What follows belongs to an exercise in optimizing a design on an open flow for small area, a short achievable clock period and few clock cycles; a production flow would make more cautious choices. The RTL was checked by simulation tests, not by an equivalence proof against the original design. Power figures rest on the tool's default switching activity, not on a simulated workload.

## DALU
module DALU(
	clk,
	rst,
	in_valid,
	instruction,
	out_valid,
	out
);
input clk, rst, in_valid;
input [18:0] instruction;
output reg out_valid;
output [15:0] out;
function [8:0] booth3;
	input [5:0] a;
	integer k;
	reg y1, y0, ym;
	begin
		for (k = 0; k < 3; k = k + 1) begin
			y1 = a[2*k+1];
			y0 = a[2*k];
			ym = (k == 0) ? 1'b0 : a[2*k-1];
			booth3[k] = y1 & ~(y0 & ym);
			booth3[3+k] = y0 ^ ym;
			booth3[6+k] = (y1 & ~y0 & ~ym) | (~y1 & y0 & ym);
		end
	end
endfunction
wire [2:0] op = instruction[18:16];
wire [3:0] f = instruction[3:0];
wire [5:0] si = instruction[15:10];
wire [5:0] ti = instruction[9:4];
wire [3:0] li = instruction[3:0];
wire op0 = (op == 3'd0);
wire defined = op0 ? (f <= 4'd4) : (op <= 3'd4);
wire load = in_valid & defined;
wire isop1 = (op == 3'd1);
wire isop2 = (op == 3'd2);
wire islog = op0 & ~f[2] & ~(f[1] & f[0]);
wire sub = op0 ? f[2] : op[2];
wire d0n = li[1];
wire d01 = li[0];
wire d02 = li[1] & ~li[0];
wire d1n = li[3] & ~(li[2] & li[1]);
wire d11 = li[2] ^ li[1];
wire d12 = (li[3] & ~li[2] & ~li[1]) | (~li[3] & li[2] & li[1]);
wire [6:0] tx = {ti[5], ti};
wire [6:0] p0 = ({7{d01}} & tx) | ({7{d02}} & {tx[5:0], 1'b0});
wire [6:0] p1 = ({7{d11}} & tx) | ({7{d12}} & {tx[5:0], 1'b0});
wire [10:0] m0 = {{4{p0[6]}}, p0} ^ {11{d0n}};
wire [8:0] m1 = {{2{p1[6]}}, p1} ^ {9{d1n}};
wire [5:0] lg = (f[1:0] == 2'd0) ? (si & ti) : (f[1:0] == 2'd1) ? (si | ti) : (si ^ ti);
wire [10:0] bo = (op0 | isop2) ? {{5{ti[5]}}, ti} : {instruction[9], instruction[9:0]};
wire [10:0] r1 = isop1 ? m0 : islog ? {{5{lg[5]}}, lg} : {{5{si[5]}}, si};
wire [10:0] r2 = isop1 ? {m1, 2'b00} : islog ? 11'd0 : (bo ^ {11{sub & ~isop2}});
wire [10:0] r3 = isop1 ? {8'd0, d1n, 1'b0, d0n} : isop2 ? {{7{li[3]}}, li} : {10'd0, sub & ~islog};
wire ic0 = r1[0] ^ r2[0];
wire ic1 = r1[0] & r2[0];
wire ic2 = r1[1] ^ r2[1] ^ r3[1];
wire ic3 = (r1[1] & r2[1]) | (r1[1] & r3[1]) | (r2[1] & r3[1]);
wire ic4 = r1[2] ^ r2[2] ^ r3[2];
wire ic5 = (r1[2] & r2[2]) | (r1[2] & r3[2]) | (r2[2] & r3[2]);
wire ic6 = r1[3] ^ r2[3] ^ r3[3];
  ...
For scale: about 0.0042 sq mm of cells after synthesis.
Settings: LEC_CHECK=0, CAP_MARGIN=20, CORE_MARGIN=2, CORE_UTILIZATION=70, SLEW_MARGIN=20; clock period 10.0 ns.
standard.sh (not shown) runs the stock make flow with config.mk's settings and CLKGATE_MAP_FILE= SYNTH_SCRIPT=/design/flow/synth_recipe.tcl, a recipe that flattens the netlist after the stock synthesis.
==> flow/flow/run.sh <==
#!/bin/bash
# The standard layout, with the ports buffered by buf_2 cells and timing
# repair aiming for setup slack beyond the requirement (sizeup,swap,clone).
set -euo pipefail
bash standard.sh "BUFFER_PORTS_ARGS=-buffer_cell sky130_fd_sc_hd__buf_2" \
	SETUP_SLACK_MARGIN=4.4 SETUP_MOVE_SEQUENCE=sizeup,swap,clone finish > standard_flow.log 2>&1
The first run finished with timing, DRC and antenna clean.
Testbench counts at the start, summed over its fixed seeds: cycles 32,000.
Change:
==> flow/flow/run.sh (replaced) <==
#!/bin/bash
# The standard layout, with the ports buffered by buf_2 cells and timing
# repair aiming for setup slack beyond the requirement (sizeup,swap).
set -euo pipefail
bash standard.sh "BUFFER_PORTS_ARGS=-buffer_cell sky130_fd_sc_hd__buf_2" \
	SETUP_SLACK_MARGIN=4.4 SETUP_MOVE_SEQUENCE=sizeup,swap finish > standard_flow.log 2>&1
Settings changed: ABC_AREA set to 1.
Result: The new run produced a clean layout; combinational power goes up by about 25%; clock-buffer cell count is unchanged; die area goes up by 2.6%; core utilization goes up by 2.0 points; sequential share of layout area goes down by 0.62 points; flip-flop and latch count does not change; global-route usage goes up by 4.3 points; worst hold slack gets worse by 0.025 ns; via count goes up by about 20%; worst setup slack gets better by 0.10 ns.
Change:
Settings changed: ABC_AREA 1 to not set, CTS_BUF_LIST set to sky130_fd_sc_hd__clkbuf_8.
The new run finished with timing, DRC and antenna clean; first-iteration DRC count decreases by about 55%; sequential cell count stays the same; worst setup slack gets worse by 0.11 ns; final area drops by 4.5%; combinational power decreases by 20%; power shrinks by 11%; routed wire length decreases by about 20%; final cell count shrinks by about 18%; maximum frequency falls by 1.9%; die area shrinks by about 2.5%.
Change:
==> flow/flow/run.sh (replaced) <==
#!/bin/bash
# The standard layout, with the input and output ports buffered by buf_2
# cells instead of the default buffer cell.
set -euo pipefail
bash standard.sh "BUFFER_PORTS_ARGS=-buffer_cell sky130_fd_sc_hd__buf_2" finish > standard_flow.log 2>&1
Settings changed: ABC_AREA set to 1, CORE_UTILIZATION 70 to 40, CTS_BUF_LIST sky130_fd_sc_hd__clkbuf_8 to not set.
What happened: Wire length climbs by about a fifth; die area climbs by well over a third; cell count climbs by a quarter to a third; final area climbs by a few percent; core utilization drops by 32 points; hold slack loses 0.022 ns; via count climbs by about a fifth; setup slack loses 0.36 ns.

-- what the ideal ports hide --
In the flow no input, the clock included, has a driving cell. The finished layouts below were timed again as built, in two steps. Step 1 assumes that a clkbuf_16 drives the clock port and a buf_2 every other input. Step 2 moves the port delays by t, midway between the first and last clock arrival at a register: inputs arrive t later, outputs are due t later. That takes back most of the time a late clock gives input paths. a / b / c = ideal / step 1 / step 2; a / b = the first two.
run	t, ns	setup WS [ns]	worst setup path at the end	latest minus earliest clock arrival (ns)	cell pins on the clock port's net
the first run	0.286	4.449 / 4.424 / 4.316	input to register	0.007 / 0.007	1
the second run	0.287	4.550 / 4.522 / 4.318	input to register	0.002 / 0.001	1
the third run	0.285	4.443 / 4.418 / 4.195	input to register	0.007 / 0.008	1
the fourth run	0.281	4.087 / 4.092 / 3.810	input to register	0.001 / 0.001	1
After both steps every run listed still meets setup and hold. For the fourth run, which loses most, drivers alone change the setup slack by +0.005 ns; drivers and shift together by -0.277 ns.
